Source: an optimization exercise on an open RTL-to-GDS flow (aim: small area, a short achievable clock period and few clock cycles). Production flows keep margins and buffers that such runs may drop.
Only simulation tests tie the RTL to the original design; equivalence was not proved.
No run shown here takes its clock network from TritonCTS; it comes from the design's own scripts or RTL.
The flow treats the clock pin as an ideal source. Dropping or thinning the clock tree relies on that and would not hold on a real chip.
Power figures rest on the tool's default switching activity, not on a simulated workload.

==> design/flow/design.v <==
module ME(
    input clk,
    input rst_n,
    input block_valid,
    input area_valid,
    input [7:0] in_data,
    output logic out_valid,
    output logic signed [2:0] out_vector
);
logic [7:0] pix [0:12];
always_ff @(posedge clk) begin
    pix[0] <= in_data;
    for (int d = 1; d < 13; d++) pix[d] <= pix[d-1];
end
logic bv;
always_ff @(posedge clk) bv <= block_valid;
logic [7:0] nblk [0:15];
always_ff @(posedge clk)
    if (bv) begin
        for (int k = 0; k < 15; k++) nblk[k] <= nblk[k+1];
        nblk[15] <= ~pix[0];
    end
logic [7:0] adv [0:15];
logic       adc [0:15];
always_ff @(posedge clk)
    for (int k = 0; k < 16; k++)
        {adc[k], adv[k]} <= {1'b0, pix[12 - 4*(k/4)]} + {1'b0, nblk[k]};
logic [3:0] pd0 [0:15];
logic [3:0] pd1 [0:15];
logic [3:0] pd2 [0:15];
logic       kc1 [0:15];
logic       kc2 [0:15];
function automatic [3:0] topmask(input integer s);
    integer m, k;
    m = (255 * (s + 1)) >> 8;
    k = 0;
    while (k < m) k = 2 * k + 1;
    topmask = k;
endfunction
always_ff @(posedge clk)
    for (int s = 0; s < 16; s++) begin
        logic [11:0] t;
        logic [4:0] q0;
        logic [4:0] q1;
        logic [4:0] q2;
        t = {4'd0, adv[s] ^ {8{~adc[s]}}};
        q0 = {1'b0, (s == 0 ? 4'd0 : pd0[s-1])} + {1'b0, t[3:0]} + {4'd0, adc[s]};
        q1 = {1'b0, (s == 0 ? 4'd0 : pd1[s-1])} + {1'b0, t[7:4]} + {4'd0, (s == 0 ? 1'b0 : kc1[s-1])};
        q2 = {1'b0, (s == 0 ? 4'd0 : pd2[s-1])} + {1'b0, t[11:8]} + {4'd0, (s == 0 ? 1'b0 : kc2[s-1])};
        pd0[s] <= q0[3:0];
        kc1[s] <= q0[4];
        pd1[s] <= q1[3:0];
        kc2[s] <= q1[4];
        pd2[s] <= q2[3:0] & topmask(s);
    end
wire [11:0] sad_d = {pd2[15], pd1[15], pd0[15]};
wire [11:0] sad_k = {3'd0, kc2[15], 3'd0, kc1[15], 4'd0};
logic [11:0] sad;
always_ff @(posedge clk) sad <= sad_d + sad_k;
logic [5:0] idx;
logic v0, v1, v2, v3;
always_ff @(posedge clk, negedge rst_n)
    if (!rst_n) begin
        v0 <= 1'b0;
        v1 <= 1'b0;
        v2 <= 1'b0;
        v3 <= 1'b0;
    end else begin
        v0 <= area_valid;
        v1 <= v0;
        v2 <= v1;
        v3 <= v2;
    end
always_ff @(posedge clk)
    idx <= bv ? 6'd0 : idx + {5'd0, v3};
wire [2:0] cur_x = idx[2:0] - 3'd5;    
wire [2:0] cur_y = 3'd5 - idx[5:3];    
logic wok, wlast;
always_ff @(posedge clk) begin
    wok   <= v2 && (idx + {5'd0, v3}) >= 6'd27 && (idx[2:0] + {2'd0, v3}) >= 3'd3;
    wlast <= v2 && (idx + {5'd0, v3}) == 6'd63;
end
logic [11:0] nmlag, nprev;
logic        prev_ok, prev_better;
logic [2:0]  lag_x, lag_y, prev_x, prev_y;
wire better = wok && sad < ~nmlag && (!prev_ok || sad < ~nprev);
always_ff @(posedge clk) begin
    nprev       <= ~sad;
    prev_ok     <= wok;
    prev_better <= better;
    prev_x      <= cur_x;
    prev_y      <= cur_y;
    if (bv)
        nmlag <= 12'h000;    
    else if (prev_better) begin
        nmlag <= nprev;
        lag_x <= prev_x;
        lag_y <= prev_y;
    end
end
logic second;
always_ff @(posedge clk, negedge rst_n)
    if (!rst_n) begin
        out_valid  <= 1'b0;
        second     <= 1'b0;
        out_vector <= 3'd0;
    end else begin
        second    <= wlast;
        out_valid <= wlast || second;
        if (wlast)
            out_vector <= better ? cur_x : prev_better ? prev_x : lag_x;
        else if (second)
            out_vector <= prev_better ? prev_y : lag_y;
        else
            out_vector <= 3'd0;
    end
endmodule
==> design/flow/flow/run.sh <==
#!/bin/bash
# The standard layout, except for clock tree synthesis: after placement
# flow/cts_manual.tcl builds the clock tree (see mcts.tcl), then the
# standard flow continues from it. Each step's output goes to its own log.
set -euo pipefail
here=$(pwd)
bash standard.sh place > make_place.log 2>&1
bash standard.sh run RUN_SCRIPT="$here/flow/cts_manual.tcl" RUN_LOG_NAME_STEM=4_1_cts_manual \
    MCTS_LEAVES=24 MCTS_ROOT=clkinv_16 MCTS_LEAF=clkinv_8 > make_cts.log 2>&1
bash standard.sh finish > make_finish.log 2>&1
==> design/flow/flow/cts_manual.tcl <==
# The CTS step of ORFS's cts.tcl, with a two-level clock tree built by
# mcts.tcl in place of TritonCTS: the clock port drives four root
# inverters, each root drives a group of leaf inverters, and each leaf
# drives a cluster of flip-flops. Every flip-flop sees two inversions.
utl::set_metrics_stage "cts__{}"
source $::env(SCRIPTS_DIR)/load.tcl
erase_non_stage_variables cts
load_design 3_place.odb 3_place.sdc

source [file join [file dirname [info script]] mcts.tcl]
set_dont_use $::env(DONT_USE_CELLS)
manual_cts $::env(MCTS_LEAVES) sky130_fd_sc_hd__$::env(MCTS_ROOT) sky130_fd_sc_hd__$::env(MCTS_LEAF) 4
set_propagated_clock [all_clocks]

log_cmd estimate_parasitics -placement
report_clock_latency
set_placement_padding -global \
  -left $::env(CELL_PAD_IN_SITES_DETAIL_PLACEMENT) \
  -right $::env(CELL_PAD_IN_SITES_DETAIL_PLACEMENT)
detailed_placement
log_cmd estimate_parasitics -placement

repair_timing_helper
detailed_placement
check_placement -verbose
report_clock_latency

report_metrics 4 "cts final"
orfs_write_db $::env(RESULTS_DIR)/4_1_cts.odb
orfs_write_sdc $::env(RESULTS_DIR)/4_cts.sdc
==> design/flow/flow/mcts.tcl <==
proc outpin {inst} {
  foreach it [$inst getITerms] {
    if {[$it isOutputSignal]} { return $it }
  }
}
# manual two-level clock tree: clk -> root buffer -> K leaf buffers -> flops
proc manual_cts {K rootcell leafcell {R 1}} {
  set db [ord::get_db]
  set block [ord::get_db_block]
  set clknet [$block findNet clk]
  set sinks {}
  foreach it [$clknet getITerms] {
    lappend sinks $it
  }
  # sink locations
  set pts {}
  foreach it $sinks {
    set inst [$it getInst]
    set bb [$inst getBBox]
    lappend pts [list [expr {([$bb xMin]+[$bb xMax])/2}] [expr {([$bb yMin]+[$bb yMax])/2}]]
  }
  set n [llength $pts]
  # k-means init: spread over sorted-by-x/y grid
  set cx {}; set cy {}
  for {set k 0} {$k < $K} {incr k} {
    set p [lindex $pts [expr {($k * $n) / $K}]]
    lappend cx [lindex $p 0]; lappend cy [lindex $p 1]
  }
  # balanced-ish kmeans with capacity
  set cap [expr {int(ceil(double($n) / $K * 1.15))}]
  for {set iter 0} {$iter < 30} {incr iter} {
    set assign {}
    set cnt [lrepeat $K 0]
    # order points by distance to nearest center to make capacity fair
    set order {}
    for {set i 0} {$i < $n} {incr i} {
      set p [lindex $pts $i]
      set best 1e18
      for {set k 0} {$k < $K} {incr k} {
        set d [expr {abs([lindex $p 0]-[lindex $cx $k]) + abs([lindex $p 1]-[lindex $cy $k])}]
        if {$d < $best} {set best $d}
      }
      lappend order [list $i $best]
    }
    set order [lsort -real -index 1 $order]
    set assign [lrepeat $n -1]
    foreach o $order {
      set i [lindex $o 0]
      set p [lindex $pts $i]
      set ds {}
      for {set k 0} {$k < $K} {incr k} {
        lappend ds [list $k [expr {abs([lindex $p 0]-[lindex $cx $k]) + abs([lindex $p 1]-[lindex $cy $k])}]]
      }
      foreach kd [lsort -real -index 1 $ds] {
        set k [lindex $kd 0]
        if {[lindex $cnt $k] < $cap} {
          lset assign $i $k
          lset cnt $k [expr {[lindex $cnt $k] + 1}]
          break
        }
      }
    }
    set sx [lrepeat $K 0.0]; set sy [lrepeat $K 0.0]
    for {set i 0} {$i < $n} {incr i} {
      set k [lindex $assign $i]; set p [lindex $pts $i]
      lset sx $k [expr {[lindex $sx $k] + [lindex $p 0]}]
      lset sy $k [expr {[lindex $sy $k] + [lindex $p 1]}]
    }
    for {set k 0} {$k < $K} {incr k} {
      if {[lindex $cnt $k] > 0} {
        lset cx $k [expr {int([lindex $sx $k] / [lindex $cnt $k])}]
        lset cy $k [expr {int([lindex $sy $k] / [lindex $cnt $k])}]
      }
    }
  }
  puts "manual_cts: $n sinks, $K clusters, sizes $cnt"
  # root buffer at the clock port
  set bterm [$block findBTerm clk]
  set bb [$bterm getBBox]
  set px [expr {([$bb xMin]+[$bb xMax])/2}]; set py [expr {([$bb yMin]+[$bb yMax])/2}]
  # centroid of leaf centers
  set mx 0; set my 0
  for {set k 0} {$k < $K} {incr k} { set mx [expr {$mx + [lindex $cx $k]}]; set my [expr {$my + [lindex $cy $k]}] }
  set mx [expr {$mx / $K}]; set my [expr {$my / $K}]
  set rootm [$db findMaster $rootcell]
  set leafm [$db findMaster $leafcell]
  # group the leaf centers into R groups by angle around their centroid
  set grp {}
  for {set k 0} {$k < $K} {incr k} {
    set ang [expr {atan2([lindex $cy $k]-$my, [lindex $cx $k]-$mx)}]
    lappend grp [list $k $ang]
  }
  set grp [lsort -real -index 1 $grp]
  for {set r 0} {$r < $R} {incr r} { set members($r) {} }
  set idx 0
  foreach g $grp {
    set r [expr {($idx * $R) / $K}]
    lappend members($r) [lindex $g 0]
    incr idx
  }
  for {set r 0} {$r < $R} {incr r} {
    set sx 0; set sy 0
    foreach k $members($r) { set sx [expr {$sx + [lindex $cx $k]}]; set sy [expr {$sy + [lindex $cy $k]}] }
    set nm [llength $members($r)]
    # root sits between the group's centroid and the die centroid
    set rx [expr {($sx / $nm + $mx) / 2}]; set ry [expr {($sy / $nm + $my) / 2}]
    set root [odb::dbInst_create $block $rootm "mcts_root_$r"]
    $root setLocation [expr {int($rx)}] [expr {int($ry)}]
    $root setPlacementStatus PLACED
    set rootnet [odb::dbNet_create $block "mcts_root_net_$r"]
    $rootnet setSigType CLOCK
    [$root findITerm A] connect $clknet
    [outpin $root] connect $rootnet
    foreach k $members($r) {
      set lb [odb::dbInst_create $block $leafm "mcts_leaf_$k"]
      $lb setLocation [lindex $cx $k] [lindex $cy $k]
      $lb setPlacementStatus PLACED
      set ln [odb::dbNet_create $block "mcts_leaf_net_$k"]
      $ln setSigType CLOCK
      [$lb findITerm A] connect $rootnet
      [outpin $lb] connect $ln
      set leafnets($k) $ln
    }
  }
  for {set i 0} {$i < $n} {incr i} {
    set it [lindex $sinks $i]
    $it disconnect
    $it connect $leafnets([lindex $assign $i])
  }
}
==> design/flow/standard.sh <==
#!/bin/bash
# synth_recipe.tcl (not shown) runs the flow's synth.tcl, then flattens the netlist and writes it again
# the make line also repeats each setting of config.mk as NAME=value (left out here)
make -C /OpenROAD-flow-scripts/flow DESIGN_CONFIG=/design/flow/config.mk WORK_HOME=/design/flow/orfs CLKGATE_MAP_FILE= SYNTH_SCRIPT=/design/flow/synth_recipe.tcl "${@:-finish}"
==> design/flow/config.mk <==
export PLATFORM = sky130hd
export DESIGN_NAME = ME
export DESIGN_NICKNAME = ME
export VERILOG_FILES = /design/flow/design.v
export SDC_FILE = /design/flow/constraint.sdc
export NUM_CORES = 8
export LEC_CHECK = 0
export ABC_AREA = 1
export ABC_CLOCK_PERIOD_IN_PS = 1900
export CAP_MARGIN = 20
export CORE_MARGIN = 2
export CORE_UTILIZATION = 60
export SETUP_SLACK_MARGIN = 3.6
export SLEW_MARGIN = 20
export TNS_END_PERCENT = 100
==> design/flow/constraint.sdc <==
create_clock -name core_clock -period 5.5 [get_ports {clk}]
set_input_delay 1.1000 -clock core_clock [delete_from_list [all_inputs] [get_ports {clk}]]
set_output_delay 1.1000 -clock core_clock [all_outputs]
set_load 0.01 [all_outputs]
==> results of run 1 <==
==> layout by cell type, fill, tap and decap left out, types with 46 or more instances in the layout <==
master,count
dfxtp_1,476
nand2_1,278
ha_1,260
inv_1,242
xnor2_1,186
xor2_1,143
edfxtp_1,134
a21oi_1,129
nand3_1,86
o21ai_0,56
fa_1,46
==> worst max path at each step <==
stage / endpoint / cells after the start / slack, ps / startpoint
after global routing: adc[1] / 11 / 3550 / pix[12][0]
after detailed placement: adv[15][6] / 7 / 3390 / pix[0][1]
final: out_vector[1] / 1 / 3670 / out_vector[1]
after global placement: adv[12][6] / 7 / 3450 / pix[0][1]
after CTS: out_vector[1] / 1 / 3500 / out_vector[1]
after floorplan: lag_x[0] / 2 / 3610 / bv
==> per-layer routing <==
layer	global-route usage (%)	share of wire [%]	vias up
li1	-	-	7510
met3	1.51	2.6	69
met5	0	0	-
met4	4.24	2.4	0
met2	32.0	46	125
met1	27.4	49	6783
==> power breakdown <==
part / internal, mW / total, mW / leakage, nW / switching, mW
Combinational: 2.01 / 4.25 / 6.61 / 2.24
Clock: 0.246 / 1.73 / 0.211 / 1.49
Sequential: 6.17 / 6.91 / 5.70 / 0.740
==> final cells by class <==
| class | count | area [um^2] | area share (%) |
|---|---|---|---|
| Inverter | 278 | 1450 | 5.17 |
| Multi-Input combinational cell | 1360 | 11100 | 39.6 |
| Sequential cell | 650 | 14500 | 51.6 |
| Tap cell | 585 | 732 | 2.61 |
| Timing Repair Buffer | 34 | 285 | 1.02 |
==> state kept, by name, summed over array words and instances (netlist names), 3 cells and up <==
name	cells
adc	16
out_vector	3
prev_x	3
adv	128
kc1	16
sad	12
pix	104
pd1	64
pd0	64
nprev	12
kc2	15
prev_y	3
idx	6
lag_y	3
nblk	128
pd2	47
lag_x	3
nmlag	12
==> metrics by stage <==
stage | worst slack, ps | utilization [%]
global route | 3550 | 64.9
floorplan | 3610 | -
detailed placement | 3390 | 62.7
finish | 3670 | 64.9
global placement | 3450 | 62.7
==> logic make-up (layout without fill, tap and decap cells) <==
| logic type | count (synthesis) | in the layout | synth area share [%] |
|---|---|---|---|
| DFF | 650 | 650 | 54.7 |
| and+or+nand+nor | 448 | 448 | 7.18 |
| adders and majority gates | 334 | 334 | 17.6 |
| xor gates and xnor gates | 329 | 329 | 11.0 |
| buffers and inverters | 270 | 312 | 4.09 |
| AOI/OAI and AO/OA | 234 | 234 | 4.80 |
| muxes | 15 | 15 | 0.604 |
==> flow_metrics.env, run 1 <==
export IMPL_start_util_pct=60.9
export IMPL_critPathKind="register to output port"
export IMPL_areaGrowthSynthToFinish_pct=6.52
export IMPL_crit_path_end_kind="output port"
export IMPL_clkLatencyLatePin_ps=240
export IMPL_r2r_start="pix[0][0]"
export IMPL_p_per_area_nw_per_um2=460
export IMPL_boundaryPins=16
export IMPL_synth_avg_cell_area_um2=11.5
export IMPL_min_path_type="register to register"
export IMPL_finalPower_mw=12.9
export IMPL_port_buffers=15
export IMPL_vias=14487
export IMPL_routedWlPerCell_um=14.8
export IMPL_die_area_um2=45500
export IMPL_synthCells=2280
export IMPL_hold_violations=0
export IMPL_clk_pin_slew_ps=100
export IMPL_hold_path_depth=0
export IMPL_dpl_cell_area_um2=27100
export IMPL_fin_setup_tns_ps=0
export IMPL_slew_viol_final=0
export IMPL_holdPathEnd="pix[7][5]"
export IMPL_dr_pass1_iters=5
export IMPL_cp_start_kind="register"
export IMPL_die_w_um=213
export IMPL_ys_seq_area_share_pct=54.7
export IMPL_grt_start_max_net_pins=102
export IMPL_critical_path_max_stage_delay_ps=380
export IMPL_fin_nets=2670
export IMPL_synth_common_cells="507 x dfxtp_1, 289 x nand2_1, 273 x ha_1"
export IMPL_grtUsageTotal_pct=19.1
export IMPL_yosys_cell_count_top_type="dfxtp_1"
export IMPL_post_route_period_util_pct=33.2
export IMPL_ys_flop_type="dfxtp_1"
export IMPL_num_rows=76
export IMPL_cp_max_fo=1
export IMPL_clock_skew_ps=44.9
export IMPL_cp_top_family="flip-flops"
export IMPL_route_detailed_drc=0
export IMPL_nFillCells=3455
export IMPL_synth_edf_count=134
export IMPL_max_freq_mhz=548
export IMPL_die_h_um=213
export IMPL_drtAntennaViolNets=0
export IMPL_ys_ff_latch=650
export IMPL_crit_arrival_ps=730
export IMPL_drive_gt1_share_pct=7.41
export IMPL_synth_top_cell_by_area="dfxtp_1"
export IMPL_antenna_found_initial=0
export IMPL_worstRegToRegCells=8
export IMPL_hold_path_startpoint="pix[6][5]"
export IMPL_worst_path_max_delay_cell="dfrtp_1"
export IMPL_max_vdd_ir_drop_mv=0.281
export IMPL_syn_area_um2=26300
export IMPL_worstPathRequired_ps=4400
export IMPL_power_leakage_nw=12.5
export IMPL_vias_per_cell=4.98
export IMPL_num_antenna_cells=0
export IMPL_rrSetupSlack_ps=3670
export IMPL_hpwl_um=32600
export IMPL_synthesis_nets=2626
export IMPL_grt_first_pass_wirelength_um=70300
export IMPL_r2r_end="adv[12][6]"
export IMPL_gr_total_overflow=0
export IMPL_drt_iter0_drc=579
export IMPL_cap_violations=0
export IMPL_critical_path_buf_inv_count=1
export IMPL_cp_cell_sequence="clkbuf_2"
export IMPL_grt_pass1_vias=14293
export IMPL_dp_cells=2861
export IMPL_status="timing/DRC/antenna clean"
export IMPL_rsz0062_at_grt="yes"
export IMPL_fin_crit_ps=1830
export IMPL_tightest_slew_ps=638
export IMPL_place_gp_congestion=0.810
export IMPL_synthDistinctLibCells=33
export IMPL_netlist_area_leader_share_pct=38.6
export IMPL_fin_area_um2=28000
export IMPL_instances_no_fill=2907
export IMPL_holdWs_ps=315
export IMPL_async_flop_share_pct=1.38
export IMPL_ys_warn_count=10
export IMPL_drt_wl_total_um=43100
export IMPL_synth_area_leaders="dfxtp_1 39%, edfxtp_1 15%, ha_1 13%, xnor2_1 6.2%, xor2_1 4.8%"
export IMPL_core_area_um2=43200
export IMPL_finalSetupViolations=0
export IMPL_slew_headroom_pct=57.4
Testbench counts, summed over its fixed seeds: cycles 44,032.
==> inputs of run 2 (changes only) <==
--- a/design/flow/config.mk
+++ b/design/flow/config.mk
@@ -10,6 +10,6 @@
 export CAP_MARGIN = 20
 export CORE_MARGIN = 2
 export CORE_UTILIZATION = 60
-export SETUP_SLACK_MARGIN = 3.6
+export SETUP_SLACK_MARGIN = 3.7
 export SLEW_MARGIN = 20
 export TNS_END_PERCENT = 100
==> flow_metrics.env, run 2 <==
export IMPL_clk_pin_slew_ps=110
export IMPL_drt_iter0_drc=812
export IMPL_final_util_pct=66.1
export IMPL_synth_common_cells="507 x dfxtp_1, 289 x nand2_1, 273 x ha_1"
export IMPL_drt_wl_total_um=43500
export IMPL_synth_top_family_by_area="adder cells"
export IMPL_synth_compound_area_share_pct=4.80
export IMPL_vias_per_cell=4.98
export IMPL_synthDistinctLibCells=33
export IMPL_synth_avg_cell_area_um2=11.5
export IMPL_rrSetupSlack_ps=3670
export IMPL_vias=14599
export IMPL_max_freq_mhz=545
export IMPL_async_flop_share_pct=1.38
export IMPL_yosys_cell_count_top_type="dfxtp_1"
export IMPL_die_area_um2=45500
export IMPL_num_rows=76
export IMPL_layout_common_cells="474 x dfxtp_1, 276 x nand2_1, 251 x ha_1, 235 x inv_1, 186 x xnor2_1"
export IMPL_critPathKind="register to output port"
export IMPL_worstRegToRegCells=10
export IMPL_num_antenna_cells=0
export IMPL_critical_path_buf_inv_count=1
export IMPL_grt_first_pass_wirelength_um=70900
export IMPL_route_detailed_drc=0
export IMPL_r2r_start="pix[0][0]"
export IMPL_synth_top_cell_by_area="dfxtp_1"
export IMPL_layout_commonest_cell="dfxtp_1"
export IMPL_place_gp_congestion=0.830
export IMPL_post_route_period_util_pct=33.4
export IMPL_crit_path_end_kind="output port"
export IMPL_p_per_area_nw_per_um2=456
export IMPL_r2r_end="adv[15][4]"
export IMPL_slew_viol_final=0
export IMPL_cp_cell_sequence="buf_6"
export IMPL_status="timing/DRC/antenna clean"
export IMPL_crit_arrival_ps=740
export IMPL_grt_busiest_layer="met2"
export IMPL_max_vdd_ir_drop_mv=0.244
export IMPL_port_buffers=15
export IMPL_drive_gt1_share_pct=10.3
export IMPL_synth_xor_area_share_pct=11.0
export IMPL_dr_pass1_iters=5
export IMPL_hold_path_depth=0
export IMPL_worst_path_max_delay_cell="dfrtp_1"
export IMPL_ys_flop_type="dfxtp_1"
export IMPL_grt_util_met3_pct=1.42
export IMPL_grt_start_max_net_pins=74
export IMPL_synthesis_nets=2626
export IMPL_start_util_pct=60.9
export IMPL_grt_use_met1_pct=27.6
export IMPL_hold_path_startpoint="pix[5][3]"
export IMPL_synth_edf_count=134
export IMPL_ys_seq_area_share_pct=54.7
export IMPL_grtUsageTotal_pct=19.2
export IMPL_gr_total_overflow=0
export IMPL_boundaryPins=16
export IMPL_tightest_slew_ps=582
export IMPL_synthCells=2280
export IMPL_nFillCells=3380
export IMPL_drtAntennaViolNets=0
export IMPL_syn_area_um2=26300
export IMPL_cp_top_family="flip-flops"
export IMPL_cap_violations=0
export IMPL_clock_skew_ps=33.2
export IMPL_hold_violations=0
export IMPL_use_met2_pct=32.7
export IMPL_cp_max_fo=1
export IMPL_grt_pass1_vias=14470
export IMPL_ys_ff_latch=650
export IMPL_rsz0062_at_grt="yes"
export IMPL_ys_warn_count=10
export IMPL_die_w_um=213
export IMPL_core_area_um2=43200
export IMPL_antenna_found_initial=0
export IMPL_fin_crit_ps=1840
export IMPL_finalSetupViolations=0
export IMPL_worstPathRequired_ps=4400
export IMPL_holdPathEnd="pix[6][3]"
export IMPL_netlist_area_leader_share_pct=38.6
export IMPL_clkLatencyLatePin_ps=240
export IMPL_instances_no_fill=2934
export IMPL_synthAdderAreaFrac_pct=17.6
export IMPL_hpwl_um=32200
export IMPL_fin_nets=2697
export IMPL_critical_path_max_stage_delay_ps=390
export IMPL_min_path_type="register to register"
export IMPL_areaGrowthSynthToFinish_pct=8.48
export IMPL_yosys_area_share_simple_pct=7.18
export IMPL_power_leakage_nw=12.7
export IMPL_synth_area_leaders="dfxtp_1 39%, edfxtp_1 15%, ha_1 13%, xnor2_1 6.2%, xor2_1 4.8%"
export IMPL_muxShareOfSynthArea_pct=0.604
export IMPL_die_h_um=213
export IMPL_routedWlPerCell_um=14.8
export IMPL_cp_start_kind="register"
export IMPL_fin_setup_tns_ps=0
export IMPL_dp_cells=2862
export IMPL_slew_headroom_pct=61.2
-- run 2: cell counts after synthesis --
Identical to the previous run, type by type.
-- run 2: power breakdown --
part / total [mW] / switching [mW] / leakage, nW / internal [mW]
combinational: 4.37 / 2.31 / 6.76 / 2.06
clock: 1.74 / 1.50 / 0.211 / 0.245
sequential: 6.90 / 0.728 / 5.70 / 6.17
total: 13.0 / 4.53 / 12.7 / 8.47
-- run 2: final cells by class --
class | count | area (um^2) | share of cell area [%]
inverters | 278 | 1450 | 5.08
well taps | 585 | 732 | 2.57
flip-flops and latches | 650 | 14500 | 50.8
repair buffers | 61 | 517 | 1.81
multi-input cells | 1360 | 11300 | 39.7
-- run 2: logic make-up (layout without fill, tap and decap cells) --
| group | after synthesis | count (layout) |
|---|---|---|
| and+or+nand+nor | 448 | 448 |
| xor gates and xnor gates | 329 | 329 |
| muxes | 15 | 15 |
| buffers and inverters | 270 | 339 |
| AOI/OAI and AO/OA | 234 | 234 |
| adders and majority gates | 334 | 334 |
| DFF | 650 | 650 |
-- run 2: per-layer routing --
metal  wire (um)  vias up
li1            -     7550
met1       21600     6877
met2       20200      117
met3         944       55
met4         772        0
met5           0        -
-- run 2: worst max-delay path by stage --
stage               depth (start not counted)  slack [ps]             to     startpoint
global route                               11        3560        adc[11]    nblk[11][0]
CTS                                         1        3500  out_vector[0]  out_vector[0]
finish                                      1        3660  out_vector[1]  out_vector[1]
floorplan                                   5        3720     pd1[14][2]        adc[14]
detailed placement                          7        3430     adv[13][6]      pix[0][1]
global placement                            7        3440     adv[13][6]      pix[0][1]
-- run 2: per-stage QoR --
stage	power [mW]	hold slack (ps)	setup slack [ps]	instance area [um^2]
after floorplan	10.1	310	3720	26300
after global placement	11.2	310	3440	27100
after detailed placement	11.3	312	3430	27100
after global routing	14.1	306	3560	28500
final	13.0	304	3660	28500
==> inputs of run 3 (changes only) <==
--- a/design/flow/config.mk
+++ b/design/flow/config.mk
@@ -10,6 +10,6 @@
 export CAP_MARGIN = 20
 export CORE_MARGIN = 2
 export CORE_UTILIZATION = 60
-export SETUP_SLACK_MARGIN = 3.7
+export SETUP_SLACK_MARGIN = 3.55
 export SLEW_MARGIN = 20
 export TNS_END_PERCENT = 100
==> flow_metrics.env, run 3 <==
export IMPL_synthCells=2280
export IMPL_clk_pin_slew_ps=90
export IMPL_final_util_pct=64.2
export IMPL_antenna_found_initial=0
export IMPL_synth_avg_cell_area_um2=11.5
export IMPL_fin_crit_ps=1920
export IMPL_ys_flop_type="dfxtp_1"
export IMPL_fin_area_um2=27700
export IMPL_grt_pass1_vias=14650
export IMPL_fin_setup_tns_ps=0
export IMPL_post_route_period_util_pct=35.0
export IMPL_nFillCells=3507
export IMPL_worstPathRequired_ps=5610
export IMPL_cp_common_cell="fa_1"
export IMPL_ys_warn_count=10
export IMPL_finalSetupViolations=0
export IMPL_num_rows=76
export IMPL_num_antenna_cells=0
export IMPL_drive_gt1_share_pct=4.64
export IMPL_max_vdd_ir_drop_mv=0.234
export IMPL_drtAntennaViolNets=0
export IMPL_vias=14366
export IMPL_netlist_area_leader_share_pct=38.6
export IMPL_critical_path_max_stage_delay_ps=650
export IMPL_route_detailed_drc=0
export IMPL_crit_arrival_ps=2040
export IMPL_status="timing/DRC/antenna clean"
export IMPL_dr_pass1_iters=5
export IMPL_dpl_cell_area_um2=27100
export IMPL_drt_iter0_drc=675
export IMPL_slew_viol_final=0
export IMPL_gr_total_overflow=0
export IMPL_dp_cells=2861
export IMPL_port_buffers=15
export IMPL_rsz0062_at_grt="yes"
export IMPL_layout_common_cells="481 x dfxtp_1, 286 x nand2_1, 270 x ha_1, 245 x inv_1, 186 x xnor2_1"
export IMPL_cp_max_fo=10
export IMPL_grtUsageTotal_pct=19.3
export IMPL_die_area_um2=45500
export IMPL_areaGrowthSynthToFinish_pct=5.30
export IMPL_cp_start_kind="register"
export IMPL_clock_skew_ps=26.1
export IMPL_core_area_um2=43200
export IMPL_boundaryPins=16
export IMPL_ys_ff_latch=650
export IMPL_max_freq_mhz=520
export IMPL_die_w_um=213
export IMPL_start_util_pct=60.9
export IMPL_synth_common_cells="507 x dfxtp_1, 289 x nand2_1, 273 x ha_1"
export IMPL_routedWlPerCell_um=14.7
export IMPL_vias_per_cell=4.97
export IMPL_critPathKind="register to register"
export IMPL_cap_violations=0
export IMPL_hpwl_um=32300
export IMPL_async_flop_share_pct=1.38
export IMPL_p_per_area_nw_per_um2=465
export IMPL_hold_violations=0
export IMPL_crit_path_end_kind="register"
export IMPL_worst_path_max_delay_cell="dfxtp_1"
export IMPL_holdWs_ps=311
export IMPL_grt_start_max_net_pins=81
export IMPL_synthesis_nets=2626
export IMPL_slew_headroom_pct=62.4
export IMPL_synthDistinctLibCells=33
export IMPL_yosys_cell_count_top_type="dfxtp_1"
export IMPL_place_gp_congestion=0.830
export IMPL_fin_nets=2656
export IMPL_syn_area_um2=26300
export IMPL_clkLatencyLatePin_ps=220
export IMPL_die_h_um=213
export IMPL_min_path_type="register to register"
export IMPL_synth_area_leaders="dfxtp_1 39%, edfxtp_1 15%, ha_1 13%, xnor2_1 6.2%, xor2_1 4.8%"
export IMPL_synth_edf_count=134
export IMPL_tightest_slew_ps=563
export IMPL_drt_wl_total_um=42500
export IMPL_cp_cell_sequence="xnor2_1 > fa_1 > fa_1 > xor2_1"
export IMPL_power_leakage_nw=12.4
export IMPL_layout_commonest_cell="dfxtp_1"
export IMPL_synth_top_cell_by_area="dfxtp_1"
export IMPL_grt_first_pass_wirelength_um=71200
export IMPL_ys_seq_area_share_pct=54.7
export IMPL_instances_no_fill=2893
[run 3: power by group]
group          total, mW  internal [mW]  switching (mW)
clock               1.71          0.246            1.47
sequential          6.91           6.17           0.743
combinational       4.24           1.99            2.25
total               12.9           8.41            4.46
[run 3: kinds of logic after synthesis]
family / synth area share (%)
muxes: 0.604
xor gates and xnor gates: 11.0
adders and majority gates: 17.6
DFF: 54.7
and+or+nand+nor: 7.18
buffers and inverters: 4.09
AOI/OAI and AO/OA: 4.80
[run 3: metrics by stage]
| step | worst slack, ps | power (mW) |
|---|---|---|
| after detailed placement | 3450 | 11.3 |
| after global routing | 3430 | 14.0 |
| after global placement | 3480 | 11.1 |
| after floorplan | 3560 | 10.1 |
| final | 3580 | 12.9 |
[run 3: layout make-up]
class,count,area (um^2),area share [%]
Sequential cell,650,14400,52.1
Multi-Input combinational cell,1360,10900,39.3
Tap cell,585,732,2.64
Inverter,278,1450,5.23
Timing Repair Buffer,20,193,0.696
[run 3: path summary, 6_finish.rpt]
path                             from         end  slack [ps]  cells past startpoint
max                            adc[5]   pd1[5][2]        3580                      4
min                        pix[11][2]  pix[12][2]         310                      0
max reg2reg                    adc[5]   pd1[5][2]        3580                      4
min reg2reg                pix[11][2]  pix[12][2]         310                      0
max in group asynchronous       rst_n          v2        4080                      1
min in group asynchronous       rst_n      second        1150                      1
[run 3: layer usage]
metal	part of all wire [%]	track usage, %	routed length (um)	up-vias
li1	-	-	-	7463
met3	2.8	1.73	1180	56
met4	2.1	3.52	910	0
met2	46	32.9	19500	142
met5	0	0	0	-
met1	49	27.3	20900	6705
[run 3: critical path: cells and delay by family (launching register included)]
family | cells | cell delay [ps]
xor gates and xnor gates | 2 | 340
adders and majority gates | 2 | 850
DFF | 1 | 650
==> inputs of run 4 (changes only) <==
--- a/design/flow/config.mk
+++ b/design/flow/config.mk
@@ -9,7 +9,7 @@
 export ABC_CLOCK_PERIOD_IN_PS = 1900
 export CAP_MARGIN = 20
 export CORE_MARGIN = 2
-export CORE_UTILIZATION = 60
-export SETUP_SLACK_MARGIN = 3.55
+export CORE_UTILIZATION = 50
+export SETUP_SLACK_MARGIN = 3.6
 export SLEW_MARGIN = 20
 export TNS_END_PERCENT = 100
==> flow_metrics.env, run 4 <==
export IMPL_status="timing/DRC/antenna clean"
export IMPL_synth_common_cells="507 x dfxtp_1, 289 x nand2_1, 273 x ha_1"
export IMPL_synthCells=2280
export IMPL_ys_warn_count=10
export IMPL_cp_start_kind="register"
export IMPL_tightest_slew_ps=867
export IMPL_fin_crit_ps=1940
export IMPL_place_ws_ps=3400
export IMPL_synth_area_leaders="dfxtp_1 39%, edfxtp_1 15%, ha_1 13%, xnor2_1 6.2%, xor2_1 4.8%"
export IMPL_max_freq_mhz=516
export IMPL_die_area_um2=54500
export IMPL_vias_per_cell=4.80
export IMPL_finalSetupViolations=0
export IMPL_min_path_type="register to register"
export IMPL_power_internal_mw=8.43
export IMPL_setup_slack_ps=3560
export IMPL_drtAntennaViolNets=0
export IMPL_dr_pass1_iters=5
export IMPL_routedWlPerCell_um=15.6
export IMPL_yosys_cell_count_top_type="dfxtp_1"
export IMPL_cap_violations=0
export IMPL_syn_area_um2=26300
export IMPL_clockPowerShare_pct=13.4
export IMPL_fin_setup_tns_ps=0
export IMPL_cp_max_fo=1
export IMPL_grtUsageTotal_pct=17.2
export IMPL_critical_path_buf_inv_count=1
export IMPL_netlist_area_leader_share_pct=38.6
export IMPL_synth_edf_count=134
export IMPL_crit_arrival_ps=840
export IMPL_ys_ff_latch=650
export IMPL_ys_seq_area_share_pct=54.7
export IMPL_fin_nets=2667
export IMPL_worstPathRequired_ps=4400
export IMPL_cp_cell_sequence="buf_2"
export IMPL_p_per_area_nw_per_um2=466
export IMPL_slew_viol_final=0
export IMPL_start_util_pct=50.4
export IMPL_layout_common_cells="480 x dfxtp_1, 282 x nand2_1, 263 x ha_1, 244 x inv_1, 186 x xnor2_1"
export IMPL_nFillCells=4447
export IMPL_drt_iter0_drc=550
export IMPL_slew_headroom_pct=42.2
export IMPL_p_sw_mw=4.65
export IMPL_multi_input_area_um2=11100
export IMPL_worst_path_max_delay_cell="dfrtp_1"
export IMPL_max_vdd_ir_drop_mv=0.239
export IMPL_vias=14427
export IMPL_place_gp_congestion=0.825
export IMPL_synthDistinctLibCells=33
export IMPL_antenna_found_initial=1
export IMPL_p_comb_share_pct=33.0
export IMPL_grt_pass1_vias=14493
export IMPL_synth_avg_cell_area_um2=11.5
export IMPL_layout_commonest_cell="dfxtp_1"
export IMPL_critPathKind="register to output port"
export IMPL_critical_path_max_stage_delay_ps=440
export IMPL_grt_first_pass_wirelength_um=74300
export IMPL_drive_gt1_share_pct=6.64
export IMPL_synthesis_nets=2626
export IMPL_rsz0062_at_grt="yes"
export IMPL_clkLatencyLatePin_ps=240
export IMPL_areaGrowthSynthToFinish_pct=6.78
export IMPL_ys_flop_type="dfxtp_1"
export IMPL_core_area_um2=52200
export IMPL_synth_top_cell_by_area="dfxtp_1"
export IMPL_num_antenna_cells=0
export IMPL_drt_wl_total_um=46900
export IMPL_post_route_period_util_pct=35.2
export IMPL_seq_area_um2=14500
export IMPL_power_leakage_nw=12.5
export IMPL_die_w_um=233
export IMPL_port_buffers=15
export IMPL_hold_violations=0
export IMPL_gr_total_overflow=0
export IMPL_clock_skew_ps=36.4
export IMPL_switching_share_pct=35.5
export IMPL_die_h_um=233
export IMPL_async_flop_share_pct=1.38
export IMPL_boundaryPins=16
export IMPL_route_detailed_drc=0
export IMPL_cp_top_family="flip-flops"
export IMPL_grt_start_max_net_pins=64
export IMPL_num_rows=84
export IMPL_clk_pin_slew_ps=100
export IMPL_hpwl_um=36200
export IMPL_crit_path_end_kind="output port"
export IMPL_seqPwrFrac_pct=53.6
-- run 4: cell counts after synthesis --
Identical to the previous run, type by type.
-- run 4: power groups by stage --
stage	Clock (mW)	Combinational [mW]	Sequential (mW)
after floorplan	0	3.36	6.73
after global placement	0	4.19	7.14
after detailed placement	0	4.32	7.14
after CTS	1.86	4.39	7.05
after global routing	2.02	5.00	7.15
final	1.76	4.31	7.01
-- run 4: cells by family after synthesis --
| kind of cell | after synthesis | synth area share, % |
|---|---|---|
| multiplexers | 15 | 0.604 |
| buffers and inverters | 270 | 4.09 |
| AO/OA/AOI/OAI | 234 | 4.80 |
| adder cells (fa/ha/maj) | 334 | 17.6 |
| flip-flops | 650 | 54.7 |
| AND/OR/NAND/NOR | 448 | 7.18 |
| XOR/XNOR | 329 | 11.0 |
-- run 4: layer usage --
| layer | track usage, % | up-vias | part of all wire [%] |
|---|---|---|---|
| met3 | 1.27 | 51 | 2.3 |
| met1 | 23.2 | 6762 | 46 |
| met5 | 0 | - | 0 |
| met2 | 30.0 | 126 | 48 |
| li1 | - | 7488 | - |
| met4 | 4.52 | 0 | 3.0 |
-- run 4: area by class of cell --
cell class | instances | area share, %
flip-flops and latches | 650 | 51.5
multi-input cells | 1360 | 39.4
inverters | 278 | 5.17
well taps | 688 | 3.06
repair buffers | 31 | 0.935
-- run 4: worst paths after layout --
kind	startpoint	end	slack, ps	depth (start not counted)
max	out_vector[1]	out_vector[1]	3560	1
min	pix[7][0]	pix[8][0]	330	0
max reg2reg	pix[0][0]	adc[14]	3660	11
min reg2reg	pix[7][0]	pix[8][0]	330	0
max in group asynchronous	rst_n	out_vector[2]	3960	1
min in group asynchronous	rst_n	v1	1180	1
-- run 4: per-stage QoR --
step	hold slack (ps)	cell area (um^2)	total power [mW]	std cells	util (%)
finish	331	28100	13.1	3007	53.8
global route	336	28100	14.2	3007	53.8
detailed placement	312	27200	11.5	2965	52.1
global placement	310	27200	11.3	2965	52.1
floorplan	310	26300	10.1	2280	-
==> inputs of run 5 (changes only) <==
--- a/design/flow/config.mk
+++ b/design/flow/config.mk
@@ -9,7 +9,7 @@
 export ABC_CLOCK_PERIOD_IN_PS = 1900
 export CAP_MARGIN = 20
 export CORE_MARGIN = 2
-export CORE_UTILIZATION = 50
+export CORE_UTILIZATION = 70
 export SETUP_SLACK_MARGIN = 3.6
 export SLEW_MARGIN = 20
 export TNS_END_PERCENT = 100
==> flow_metrics.env, run 5 <==
export IMPL_drtAntennaViolNets=0
export IMPL_die_w_um=198
export IMPL_ys_ff_latch=650
export IMPL_r2r_end="adv[12][6]"
export IMPL_synthDistinctLibCells=33
export IMPL_slew_viol_final=0
export IMPL_drt_iter0_drc=606
export IMPL_start_util_pct=70.5
export IMPL_dr_pass1_iters=5
export IMPL_core_area_um2=37300
export IMPL_die_area_um2=39100
export IMPL_startpoint="pix[0][0]"
export IMPL_vias=14633
export IMPL_synth_edf_count=134
export IMPL_fin_setup_tns_ps=0
export IMPL_routedWlPerCell_um=15.3
export IMPL_place_ws_ps=3440
export IMPL_p_per_area_nw_per_um2=461
export IMPL_worst_path_max_delay_cell="dfxtp_4"
export IMPL_fin_nets=2674
export IMPL_synth_avg_cell_area_um2=11.5
export IMPL_max_freq_mhz=513
export IMPL_syn_area_um2=26300
export IMPL_instances_no_fill=2800
export IMPL_route_detailed_drc=0
export IMPL_switching_share_pct=34.5
export IMPL_areaGrowthSynthToFinish_pct=5.90
export IMPL_layout_common_cells="479 x dfxtp_1, 281 x nand2_1, 261 x ha_1, 243 x inv_1, 186 x xnor2_1"
export IMPL_synthesis_nets=2626
export IMPL_clkLatencyLatePin_ps=230
export IMPL_grtUsageTotal_pct=22.2
export IMPL_status="timing/DRC/antenna clean"
export IMPL_synth_common_cells="507 x dfxtp_1, 289 x nand2_1, 273 x ha_1"
export IMPL_path_depth=9
export IMPL_ys_flop_type="dfxtp_1"
export IMPL_ys_warn_count=10
export IMPL_cp_cell_sequence="buf_4 > ha_4 > inv_1 > fa_2 > nand3b_1 > nand2_1 > a21oi_1 > o21ai_1 > xor2_1"
export IMPL_crit_path_end_kind="register"
export IMPL_antenna_found_initial=0
export IMPL_seqPwrFrac_pct=53.9
export IMPL_synth_top_cell_by_area="dfxtp_1"
export IMPL_tightest_slew_ps=581
export IMPL_yosys_cell_count_top_type="dfxtp_1"
export IMPL_gr_total_overflow=0
export IMPL_ys_seq_area_share_pct=54.7
export IMPL_setup_slack_ps=3550
export IMPL_grt_start_max_net_pins=97
export IMPL_vias_per_cell=5.23
export IMPL_clock_skew_ps=28.6
export IMPL_worstPathRequired_ps=5620
export IMPL_clockPowerShare_pct=13.3
export IMPL_num_rows=71
export IMPL_num_antenna_cells=0
export IMPL_critical_path_buf_inv_count=2
export IMPL_crit_arrival_ps=2070
export IMPL_fin_crit_ps=1950
export IMPL_max_vdd_ir_drop_mv=0.293
export IMPL_place_gp_congestion=0.851
export IMPL_grt_first_pass_wirelength_um=70500
export IMPL_layout_commonest_cell="dfxtp_1"
export IMPL_p_comb_share_pct=32.9
export IMPL_critPathKind="register to register"
export IMPL_clk_pin_slew_ps=100
export IMPL_cp_top_family="adder cells"
export IMPL_rsz0062_at_grt="yes"
export IMPL_boundaryPins=16
export IMPL_synth_area_leaders="dfxtp_1 39%, edfxtp_1 15%, ha_1 13%, xnor2_1 6.2%, xor2_1 4.8%"
export IMPL_power_leakage_nw=12.5
export IMPL_r2r_start="pix[0][0]"
export IMPL_die_h_um=198
export IMPL_drive_gt1_share_pct=7.01
export IMPL_hpwl_um=32800
export IMPL_critical_path_max_stage_delay_ps=390
export IMPL_synthCells=2280
export IMPL_cp_start_kind="register"
export IMPL_worstRegToRegCells=9
export IMPL_netlist_area_leader_share_pct=38.6
export IMPL_dp_cells=2750
export IMPL_finalSetupViolations=0
export IMPL_nFillCells=2498
export IMPL_rrSetupSlack_ps=3550
export IMPL_p_sw_mw=4.44
export IMPL_finalPower_mw=12.9
export IMPL_drt_wl_total_um=42700
export IMPL_cp_max_fo=5
export IMPL_slew_headroom_pct=61.3
export IMPL_crit_path_end="adv[12][6]"
export IMPL_hold_path_depth=0
export IMPL_final_util_pct=74.7
export IMPL_power_internal_mw=8.41
export IMPL_min_path_type="register to register"
export IMPL_async_flop_share_pct=1.38
export IMPL_hold_violations=0
export IMPL_grt_pass1_vias=14697
export IMPL_cap_violations=0
export IMPL_port_buffers=15
export IMPL_post_route_period_util_pct=35.4
run 5: cell counts after synthesis:
No cell type changed its count.
run 5: stage by stage:
| step | hold WS [ps] | cell area, um^2 |
|---|---|---|
| 6_report | 317 | 27900 |
| 5_1_grt | 322 | 27900 |
| 3_5_place_dp | 312 | 26900 |
| 3_3_place_gp | 310 | 26900 |
| 2_1_floorplan | 310 | 26300 |
run 5: worst min path at each step:
stage	startpoint	endpoint
global placement	pix[1][6]	pix[2][6]
finish	pix[2][6]	pix[3][6]
global route	pix[9][3]	pix[10][3]
floorplan	kc2[1]	pd2[2]
detailed placement	pix[11][4]	pix[12][4]
CTS	pix[9][3]	pix[10][3]
run 5: logic make-up after synthesis:
group           share of synthesized area, %
fa+ha+maj                               17.6
compound gates                          4.80
buf+inv                                 4.09
flops                                   54.7
mux                                    0.604
xor+xnor                                11.0
simple gates                            7.18
run 5: area by class of cell:
class / count / area, um^2 / share of cell area (%)
inverters: 278 / 1450 / 5.21
flip-flops and latches: 650 / 14500 / 51.9
multi-input cells: 1360 / 11000 / 39.6
well taps: 474 / 593 / 2.13
repair buffers: 38 / 315 / 1.13
run 5: power groups by stage:
stage | clock [mW] | sequential [mW] | combinational (mW)
after floorplan | 0 | 6.73 | 3.36
after global placement | 0 | 7.01 | 4.00
after detailed placement | 0 | 7.03 | 4.19
after CTS | 1.77 | 6.94 | 4.25
after global routing | 1.94 | 7.06 | 4.91
final | 1.71 | 6.92 | 4.22
run 5: routing by layer:
layer | routed length, um | track usage [%] | share of wire (%) | up-vias
met5 | 0 | 0 | 0 | -
met3 | 1200 | 1.62 | 2.8 | 70
li1 | - | - | - | 7513
met4 | 982 | 4.43 | 2.3 | 0
met2 | 20400 | 39.1 | 48 | 177
met1 | 20200 | 30.6 | 47 | 6873
==> inputs of run 6 (changes only) <==
==> design/flow/config.mk (replaced) <==
export PLATFORM = sky130hd
export DESIGN_NAME = ME
export DESIGN_NICKNAME = ME
export VERILOG_FILES = /design/flow/design.v
export SDC_FILE = /design/flow/constraint.sdc
export NUM_CORES = 8
export LEC_CHECK = 0
export ABC_CLOCK_PERIOD_IN_PS = 1900
export CAP_MARGIN = 20
export CORE_MARGIN = 2
export CORE_UTILIZATION = 60
export SETUP_SLACK_MARGIN = 3.6
export SLEW_MARGIN = 20
export TNS_END_PERCENT = 100
==> flow_metrics.env, run 6 <==
export IMPL_clk_pin_slew_ps=110
export IMPL_holdPathEnd="pix[8][2]"
export IMPL_status="timing/DRC/antenna clean"
export IMPL_synth_edf_count=134
export IMPL_cap_violations=0
export IMPL_p_sw_mw=4.31
export IMPL_p_comb_share_pct=33.4
export IMPL_clkLatencyLatePin_ps=230
export IMPL_layout_common_cells="473 x dfxtp_1, 270 x xnor2_1, 256 x ha_1, 141 x inv_1, 134 x edfxtp_1"
export IMPL_hold_violations=0
export IMPL_drt_wl_total_um=40800
export IMPL_worstPathRequired_ps=5670
export IMPL_rsz0062_at_grt="yes"
export IMPL_boundaryPins=16
export IMPL_core_area_um2=42800
export IMPL_crit_arrival_ps=2050
export IMPL_synth_common_cells="507 x dfxtp_1, 273 x ha_1, 270 x xnor2_1"
export IMPL_ys_warn_count=10
export IMPL_highest_layer="met4"
export IMPL_max_vdd_ir_drop_mv=0.267
export IMPL_place_ws_ps=3420
export IMPL_wl_met1_um=20500
export IMPL_instances_no_fill=2608
export IMPL_crit_path_end_kind="register"
export IMPL_gr_total_overflow=0
export IMPL_num_antenna_cells=0
export IMPL_fin_nets=2410
export IMPL_wl_met3_um=895
export IMPL_max_freq_mhz=531
export IMPL_drtAntennaViolNets=0
export IMPL_cp_cell_sequence="ha_1 > a21o_1 > a21oi_2 > nor2b_1 > o21a_1 > o41ai_2 > xnor2_1"
export IMPL_cp_start_kind="register"
export IMPL_fin_area_um2=27800
export IMPL_die_w_um=211
export IMPL_die_area_um2=44700
export IMPL_dr_pass1_iters=4
export IMPL_hpwl_um=30500
export IMPL_fin_crit_ps=1880
export IMPL_seqPwrFrac_pct=53.1
export IMPL_die_h_um=211
export IMPL_slew_viol_final=0
export IMPL_synth_top_cell_by_area="dfxtp_1"
export IMPL_multi_input_area_um2=11200
export IMPL_finalPower_mw=13.0
export IMPL_syn_area_um2=25800
export IMPL_async_flop_share_pct=1.38
export IMPL_worstRegToRegCells=7
export IMPL_port_buffers=15
export IMPL_r2r_end="adv[15][7]"
export IMPL_drive_gt1_share_pct=10.3
export IMPL_post_route_period_util_pct=34.3
export IMPL_synthCells=2008
export IMPL_ys_seq_area_share_pct=55.7
export IMPL_clock_skew_ps=31.8
export IMPL_grt_first_pass_wirelength_um=67300
export IMPL_clockPowerShare_pct=13.5
export IMPL_power_internal_mw=8.70
export IMPL_dpl_cell_area_um2=26600
export IMPL_p_per_area_nw_per_um2=468
export IMPL_r2r_start="nblk[15][1]"
export IMPL_num_rows=76
export IMPL_slew_headroom_pct=39.5
export IMPL_place_gp_congestion=0.779
export IMPL_drt_iter0_drc=452
export IMPL_netlist_area_leader_share_pct=39.3
export IMPL_synth_area_leaders="dfxtp_1 39%, edfxtp_1 16%, ha_1 13%, xnor2_1 9.2%, fa_1 4.7%"
export IMPL_routedWlPerCell_um=15.7
export IMPL_min_path_type="register to register"
export IMPL_finalSetupViolations=0
export IMPL_power_leakage_nw=11.8
export IMPL_synth_avg_cell_area_um2=12.9
export IMPL_ys_ff_latch=650
export IMPL_synthDistinctLibCells=42
export IMPL_grt_pass1_vias=13577
export IMPL_grt_start_max_net_pins=66
export IMPL_antenna_found_initial=0
export IMPL_setup_slack_ps=3620
export IMPL_start_util_pct=60.4
export IMPL_met2_length_um=18700
export IMPL_switching_share_pct=33.1
export IMPL_layout_commonest_cell="dfxtp_1"
export IMPL_dp_cells=2549
export IMPL_areaGrowthSynthToFinish_pct=7.55
export IMPL_ys_flop_type="dfxtp_1"
export IMPL_grtUsageTotal_pct=18.6
export IMPL_rrSetupSlack_ps=3620
export IMPL_hold_path_depth=0
export IMPL_vias=13151
export IMPL_route_detailed_drc=0
export IMPL_nFillCells=3251
export IMPL_critPathKind="register to register"
export IMPL_yosys_cell_count_top_type="dfxtp_1"
export IMPL_tightest_slew_ps=907
export IMPL_fin_setup_tns_ps=0
export IMPL_seq_area_um2=14500
export IMPL_worst_path_max_delay_cell="edfxtp_1"
export IMPL_vias_per_cell=5.04
export IMPL_synthesis_nets=2354
export IMPL_hold_path_startpoint="pix[7][2]"
export IMPL_cp_max_fo=3
export IMPL_critical_path_max_stage_delay_ps=430
## run 6: metrics by stage
step	util, %	hold slack, ps
6_report	64.9	316
5_1_grt	64.9	324
3_5_place_dp	62.1	312
3_3_place_gp	62.1	310
2_1_floorplan	-	310
## run 6: logic make-up (layout without fill, tap and decap cells)
kind of cell / count (synthesis) / in the layout / share of synthesized area (%)
AO/OA/AOI/OAI: 285 / 285 / 7.46
XOR/XNOR: 315 / 315 / 10.7
adder cells (fa/ha/maj): 334 / 334 / 18.0
buffers and inverters: 168 / 222 / 2.52
flip-flops: 650 / 650 / 55.7
multiplexers: 33 / 33 / 1.34
AND/OR/NAND/NOR: 223 / 223 / 4.31
## run 6: power by group through the flow
stage                     Combinational, mW  Sequential [mW]  Clock (mW)
after detailed placement               4.24             7.01           0
after floorplan                        3.39             6.73           0
after CTS                              4.32             6.92        1.83
after global routing                   5.05             7.07        2.00
after global placement                 4.14             7.01           0
final                                  4.34             6.91        1.76
## run 6: worst max-delay path by stage
stage                start          to  slack, ps  depth (start not counted)
6_report       nblk[15][1]  adv[15][7]       3620                          7
5_1_grt        nblk[13][1]  adv[13][7]       3530                          7
4_1_cts          out_valid   out_valid       3510                          1
3_5_place_dp        adc[6]      kc2[6]       3420                          5
3_3_place_gp        adc[4]      kc2[4]       3470                          5
2_1_floorplan           bv    lag_x[0]       3570                          3
## run 6: layout make-up
type / instances / area share (%)
inverter: 174 / 3.84
multi-input combinational: 1190 / 40.2
sequential: 650 / 52.1
tap: 546 / 2.46
timing repair buffer: 48 / 1.36
## run 6: critical path, delay by kind of cell, from the launching register on
| kind | cells | cell delay [ps] |
|---|---|---|
| adders and majority gates | 1 | 290 |
| and+or+nand+nor | 1 | 60 |
| AOI/OAI and AO/OA | 4 | 850 |
| xor gates and xnor gates | 1 | 180 |
| DFF | 1 | 430 |
## run 6: metal layers
layer	vias to the layer above	GRT usage, %
li1	6842	-
met1	6184	26.6
met4	0	2.99
met5	-	0
met2	79	31.4
met3	46	1.54
==> inputs of run 7 (changes only) <==
--- a/design/flow/flow/run.sh
+++ b/design/flow/flow/run.sh
@@ -6,5 +6,5 @@
 here=$(pwd)
 bash standard.sh place > make_place.log 2>&1
 bash standard.sh run RUN_SCRIPT="$here/flow/cts_manual.tcl" RUN_LOG_NAME_STEM=4_1_cts_manual \
-    MCTS_LEAVES=24 MCTS_ROOT=clkinv_16 MCTS_LEAF=clkinv_8 > make_cts.log 2>&1
+    MCTS_LEAVES=20 MCTS_ROOT=clkinv_16 MCTS_LEAF=clkinv_16 > make_cts.log 2>&1
 bash standard.sh finish > make_finish.log 2>&1
--- a/design/flow/config.mk
+++ b/design/flow/config.mk
@@ -5,6 +5,7 @@
 export SDC_FILE = /design/flow/constraint.sdc
 export NUM_CORES = 8
 export LEC_CHECK = 0
+export ABC_AREA = 1
 export ABC_CLOCK_PERIOD_IN_PS = 1900
 export CAP_MARGIN = 20
 export CORE_MARGIN = 2
==> flow_metrics.env, run 7 <==
export IMPL_port_buffers=15
export IMPL_layout_common_cells="478 x dfxtp_1, 279 x nand2_1, 263 x ha_1, 244 x inv_1, 186 x xnor2_1"
export IMPL_hold_violations=0
export IMPL_rrSetupSlack_ps=3650
export IMPL_layout_commonest_cell="dfxtp_1"
export IMPL_critPathKind="register to register"
export IMPL_boundaryPins=16
export IMPL_slew_headroom_pct=57.3
export IMPL_p_sw_mw=4.62
export IMPL_start_util_pct=60.9
export IMPL_switching_share_pct=35.2
export IMPL_hpwl_um=32600
export IMPL_cap_violations=0
export IMPL_highest_layer="met4"
export IMPL_drive_gt1_share_pct=6.15
export IMPL_finalPower_mw=13.1
export IMPL_dpl_cell_area_um2=27100
export IMPL_drt_wl_total_um=42800
export IMPL_synth_common_cells="507 x dfxtp_1, 289 x nand2_1, 273 x ha_1"
export IMPL_clkLatencyLatePin_ps=260
export IMPL_num_rows=76
export IMPL_finalSetupViolations=0
export IMPL_fin_nets=2657
export IMPL_wl_met3_um=960
export IMPL_wl_met1_um=21200
export IMPL_startpoint="pix[12][0]"
export IMPL_netlist_area_leader_share_pct=38.6
export IMPL_max_freq_mhz=540
export IMPL_cp_max_fo=4
export IMPL_synthCells=2280
export IMPL_rsz0062_at_grt="yes"
export IMPL_clockPowerShare_pct=15.0
export IMPL_tightest_slew_ps=640
export IMPL_fin_crit_ps=1850
export IMPL_fin_setup_tns_ps=0
export IMPL_ys_warn_count=10
export IMPL_post_route_period_util_pct=33.7
export IMPL_status="timing/DRC/antenna clean"
export IMPL_crit_path_end_kind="register"
export IMPL_holdWs_ps=328
export IMPL_ys_ff_latch=650
export IMPL_cp_start_kind="register"
export IMPL_r2r_start="pix[12][0]"
export IMPL_die_h_um=213
export IMPL_grt_first_pass_wirelength_um=70200
export IMPL_grt_start_max_net_pins=102
export IMPL_synth_edf_count=134
export IMPL_synthDistinctLibCells=33
export IMPL_min_path_type="register to register"
export IMPL_grt_pass1_vias=14235
export IMPL_slew_viol_final=0
export IMPL_worstPathRequired_ps=5660
export IMPL_die_area_um2=45500
export IMPL_max_vdd_ir_drop_mv=0.271
export IMPL_core_area_um2=43200
export IMPL_synthesis_nets=2626
export IMPL_seqPwrFrac_pct=52.7
export IMPL_die_w_um=213
export IMPL_drt_iter0_drc=568
export IMPL_ys_flop_type="dfxtp_1"
export IMPL_synth_top_cell_by_area="dfxtp_1"
export IMPL_clk_pin_slew_ps=90
export IMPL_multi_input_area_um2=11000
export IMPL_areaGrowthSynthToFinish_pct=6.68
export IMPL_final_util_pct=65.0
export IMPL_instances_no_fill=2894
export IMPL_routedWlPerCell_um=14.8
export IMPL_ys_seq_area_share_pct=54.7
export IMPL_fin_area_um2=28100
export IMPL_async_flop_share_pct=1.38
export IMPL_synth_area_leaders="dfxtp_1 39%, edfxtp_1 15%, ha_1 13%, xnor2_1 6.2%, xor2_1 4.8%"
export IMPL_place_ws_ps=3390
export IMPL_place_gp_congestion=0.810
export IMPL_route_detailed_drc=0
export IMPL_gr_total_overflow=0
export IMPL_syn_area_um2=26300
export IMPL_dp_cells=2861
export IMPL_num_antenna_cells=0
export IMPL_antenna_found_initial=0
export IMPL_vias=14393
export IMPL_vias_per_cell=4.97
export IMPL_setup_slack_ps=3650
export IMPL_grtUsageTotal_pct=19.1
export IMPL_power_leakage_nw=12.5
export IMPL_yosys_cell_count_top_type="dfxtp_1"
export IMPL_power_internal_mw=8.50
export IMPL_nFillCells=3452
export IMPL_crit_arrival_ps=2010
export IMPL_dr_pass1_iters=4
export IMPL_p_per_area_nw_per_um2=467
export IMPL_synth_avg_cell_area_um2=11.5
export IMPL_hold_path_startpoint="pix[1][2]"
export IMPL_clock_skew_ps=42.9
export IMPL_drtAntennaViolNets=0
export IMPL_seq_area_um2=14500
export IMPL_p_comb_share_pct=32.3
export IMPL_met2_length_um=19700
## run 7: cell types whose count changed in the layout (fill, tap and decap cells not counted), sizes merged, moves of 73 or more
cell and change:
nand2 +256, inv +105, xor2 +98, xnor2 -84
nand3 +74, a21o -73
## run 7: final timing paths
kind                                   to  cells after the start
worst max-delay path            adv[3][6]                      8
worst min-delay path            pix[2][2]                      0
worst max register to register  adv[3][6]                      8
worst min register to register  pix[2][2]                      0
max in group asynchronous       out_valid                      1
min in group asynchronous          second                      1
## run 7: final cells by class
class,count,share of cell area [%]
inverter,274,5.91
multi-input combinational,1360,39.2
sequential,650,51.5
tap,585,2.61
timing repair buffer,25,0.776
## run 7: power by group through the flow
stage | Clock, mW | Sequential [mW] | Combinational, mW
floorplan | 0 | 6.73 | 3.36
global placement | 0 | 7.02 | 4.08
global route | 2.25 | 7.06 | 4.95
CTS | 2.06 | 6.94 | 4.27
detailed placement | 0 | 7.02 | 4.20
finish | 1.97 | 6.91 | 4.23
## run 7: layer usage
metal	global-route usage, %	vias to the layer above
met3	1.51	49
met2	32.2	104
met1	27.5	6767
met5	0	-
met4	3.74	0
li1	-	7473
## run 7: worst max-delay path: stages (launching register included)
cell and delay [ps]:
dfxtp_4 390, ha_1 170, inv_1 50, fa_1 410, o211ai_2 240, nand2_1 130, a21oi_2 160, nor2_1 70
xnor2_1 110
## run 7: cell families (layout without fill, tap and decap cells)
logic type,after synthesis,after routing,synth area share (%)
buf+inv,270,299,4.09
compound gates,234,234,4.80
fa+ha+maj,334,334,17.6
xor+xnor,329,329,11.0
flops,650,650,54.7
mux,15,15,0.604
simple gates,448,448,7.18
==> inputs of run 8 (changes only) <==
--- a/design/flow/flow/run.sh
+++ b/design/flow/flow/run.sh
@@ -6,5 +6,5 @@
 here=$(pwd)
 bash standard.sh place > make_place.log 2>&1
 bash standard.sh run RUN_SCRIPT="$here/flow/cts_manual.tcl" RUN_LOG_NAME_STEM=4_1_cts_manual \
-    MCTS_LEAVES=20 MCTS_ROOT=clkinv_16 MCTS_LEAF=clkinv_16 > make_cts.log 2>&1
+    MCTS_LEAVES=28 MCTS_ROOT=clkinv_16 MCTS_LEAF=clkinv_8 > make_cts.log 2>&1
 bash standard.sh finish > make_finish.log 2>&1
==> flow_metrics.env, run 8 <==
export IMPL_hold_path_startpoint="pix[9][7]"
export IMPL_grt_pass1_vias=14340
export IMPL_clk_pin_slew_ps=90
export IMPL_grtUsageTotal_pct=19.1
export IMPL_worstRegToRegCells=8
export IMPL_ys_ff_latch=650
export IMPL_fin_setup_tns_ps=0
export IMPL_synth_top_cell_by_area="dfxtp_1"
export IMPL_num_antenna_cells=0
export IMPL_min_path_type="register to register"
export IMPL_synth_area_leaders="dfxtp_1 39%, edfxtp_1 15%, ha_1 13%, xnor2_1 6.2%, xor2_1 4.8%"
export IMPL_clock_skew_ps=29.6
export IMPL_place_gp_congestion=0.810
export IMPL_ys_seq_area_share_pct=54.7
export IMPL_hold_path_depth=0
export IMPL_synth_avg_cell_area_um2=11.5
export IMPL_routedWlPerCell_um=14.7
export IMPL_synthDistinctLibCells=33
export IMPL_fin_nets=2668
export IMPL_met2_length_um=19600
export IMPL_drtAntennaViolNets=0
export IMPL_port_buffers=15
export IMPL_final_util_pct=64.8
export IMPL_cp_start_kind="register"
export IMPL_finalSetupViolations=0
export IMPL_hpwl_um=32600
export IMPL_dr_pass1_iters=5
export IMPL_boundaryPins=16
export IMPL_critPathKind="register to register"
export IMPL_grt_start_max_net_pins=102
export IMPL_synth_common_cells="507 x dfxtp_1, 289 x nand2_1, 273 x ha_1"
export IMPL_critical_path_buf_inv_count=1
export IMPL_rrSetupSlack_ps=3640
export IMPL_max_vdd_ir_drop_mv=0.247
export IMPL_max_freq_mhz=539
export IMPL_yosys_cell_count_top_type="dfxtp_1"
export IMPL_ys_flop_type="dfxtp_1"
export IMPL_route_detailed_drc=0
export IMPL_ys_warn_count=10
export IMPL_tightest_slew_ps=623
export IMPL_layout_commonest_cell="dfxtp_1"
export IMPL_drt_wl_total_um=42800
export IMPL_slew_viol_final=0
export IMPL_fin_crit_ps=1860
export IMPL_r2r_end="adv[3][6]"
export IMPL_crit_path_end_kind="register"
export IMPL_synthesis_nets=2626
export IMPL_cap_violations=0
export IMPL_critical_path_max_stage_delay_ps=410
export IMPL_hold_violations=0
export IMPL_rsz0062_at_grt="yes"
export IMPL_cp_max_fo=4
export IMPL_wl_met3_um=992
export IMPL_vias_per_cell=4.97
export IMPL_die_h_um=213
export IMPL_drive_gt1_share_pct=6.72
export IMPL_start_util_pct=60.9
export IMPL_worstPathRequired_ps=5630
export IMPL_die_area_um2=45500
export IMPL_holdPathEnd="pix[10][7]"
export IMPL_post_route_period_util_pct=33.7
export IMPL_p_per_area_nw_per_um2=463
export IMPL_highest_layer="met4"
export IMPL_gr_total_overflow=0
export IMPL_areaGrowthSynthToFinish_pct=6.34
export IMPL_slew_headroom_pct=58.4
export IMPL_layout_common_cells="478 x dfxtp_1, 280 x nand2_1, 262 x ha_1, 244 x inv_1, 186 x xnor2_1"
export IMPL_grt_first_pass_wirelength_um=70200
export IMPL_finalPower_mw=12.9
export IMPL_num_rows=76
export IMPL_vias=14425
export IMPL_status="timing/DRC/antenna clean"
export IMPL_cp_top_family="adder cells"
export IMPL_synthCells=2280
export IMPL_die_w_um=213
export IMPL_power_leakage_nw=12.5
export IMPL_syn_area_um2=26300
export IMPL_antenna_found_initial=0
export IMPL_r2r_start="pix[12][0]"
export IMPL_cp_cell_sequence="ha_1 > inv_1 > fa_1 > o211ai_2 > nand2_1 > a21oi_2 > nor2_1 > xnor2_1"
export IMPL_crit_arrival_ps=1990
export IMPL_clkLatencyLatePin_ps=230
export IMPL_core_area_um2=43200
export IMPL_async_flop_share_pct=1.38
export IMPL_wl_met1_um=21100
export IMPL_netlist_area_leader_share_pct=38.6
export IMPL_synth_edf_count=134
export IMPL_drt_iter0_drc=618
export IMPL_worst_path_max_delay_cell="fa_1"
[run 8: cell counts after synthesis]
Identical to the previous run, type by type.
[run 8: worst max path at each step]
stage                             start            end  slack [ps]  cells after the start
after floorplan                      bv       lag_x[0]        3610                      2
after global placement        pix[0][1]     adv[12][6]        3450                      7
after detailed placement      pix[0][1]     adv[15][6]        3390                      7
after CTS                 out_vector[1]  out_vector[1]        3520                      1
after global routing         pix[12][0]         adc[1]        3500                     11
final                        pix[12][0]      adv[3][6]        3640                      8
[run 8: kinds of logic (layout without fill, tap and decap cells)]
| logic type | after synthesis | count (layout) | synth area share, % |
|---|---|---|---|
| mux | 15 | 15 | 0.604 |
| buf+inv | 270 | 310 | 4.09 |
| fa+ha+maj | 334 | 334 | 17.6 |
| flops | 650 | 650 | 54.7 |
| simple gates | 448 | 448 | 7.18 |
| compound gates | 234 | 234 | 4.80 |
| xor+xnor | 329 | 329 | 11.0 |
[run 8: metal layers]
layer  track usage, %  vias to the layer above
li1                 -                     7503
met1             27.3                     6747
met2             32.2                      113
met3             1.45                       62
met4             4.21                        0
met5                0                        -
[run 8: area by class of cell]
class	count	area, um^2
Tap cell	585	732
Fill cell	3477	15200
Inverter	282	1510
Sequential cell	650	14500
Timing Repair Buffer	28	240
Multi-Input combinational cell	1360	11000
[run 8: power by group]
group          internal, mW  switching [mW]
Clock                 0.266            1.54
Combinational          2.00            2.23
Sequential             6.17           0.738
Total                  8.44            4.51
[run 8: through the flow]
step                cell area [um^2]  cells  setup WS [ps]  hold WS, ps
floorplan                      26300   2280           3610          310
global placement               27100   2861           3450          310
detailed placement             27100   2861           3390          312
global route                   28000   2905           3500          303
finish                         28000   2905           3640          303

what the ideal ports hide:
Ports are ideal in the flow. The routed layouts listed here were re-timed in OpenROAD. Step 1: set_driving_cell puts a clkbuf_16 on clk and a buf_2 on each other input, an assumption about the parent block. Step 2 moves the port delays by t, midway between the first and last clock arrival at a register: inputs arrive t later, outputs are due t later. That takes back most of the time a late clock gives input paths. a / b / c = ideal ports / drivers / drivers and shift; a / b = the first two.
run | t, ns | slack for setup (ns) | hold slack, ns | worst setup path at the end
run 1 | 0.443 | 3.674 / 3.449 / 3.674 | 0.315 / 0.316 / 0.316 | register to register
run 2 | 0.445 | 3.664 / 3.439 / 3.674 | 0.304 / 0.304 / 0.304 | register to register
run 3 | 0.439 | 3.576 / 3.449 / 3.576 | 0.311 / 0.312 / 0.312 | register to register
run 4 | 0.446 | 3.564 / 3.338 / 3.662 | 0.331 / 0.331 / 0.331 | register to register
run 5 | 0.440 | 3.551 / 3.448 / 3.550 | 0.317 / 0.318 / 0.318 | register to register
run 6 | 0.440 | 3.616 / 3.452 / 3.616 | 0.316 / 0.316 / 0.316 | register to register
run 7 | 0.466 | 3.649 / 3.440 / 3.647 | 0.328 / 0.329 / 0.329 | register to register
run 8 | 0.449 | 3.644 / 3.455 / 3.644 | 0.303 / 0.304 / 0.304 | register to register
After both steps every run listed still meets setup and hold. The setup slack of run 7, which loses most, moves by -0.209 ns with the drivers and by -0.002 ns with both steps.
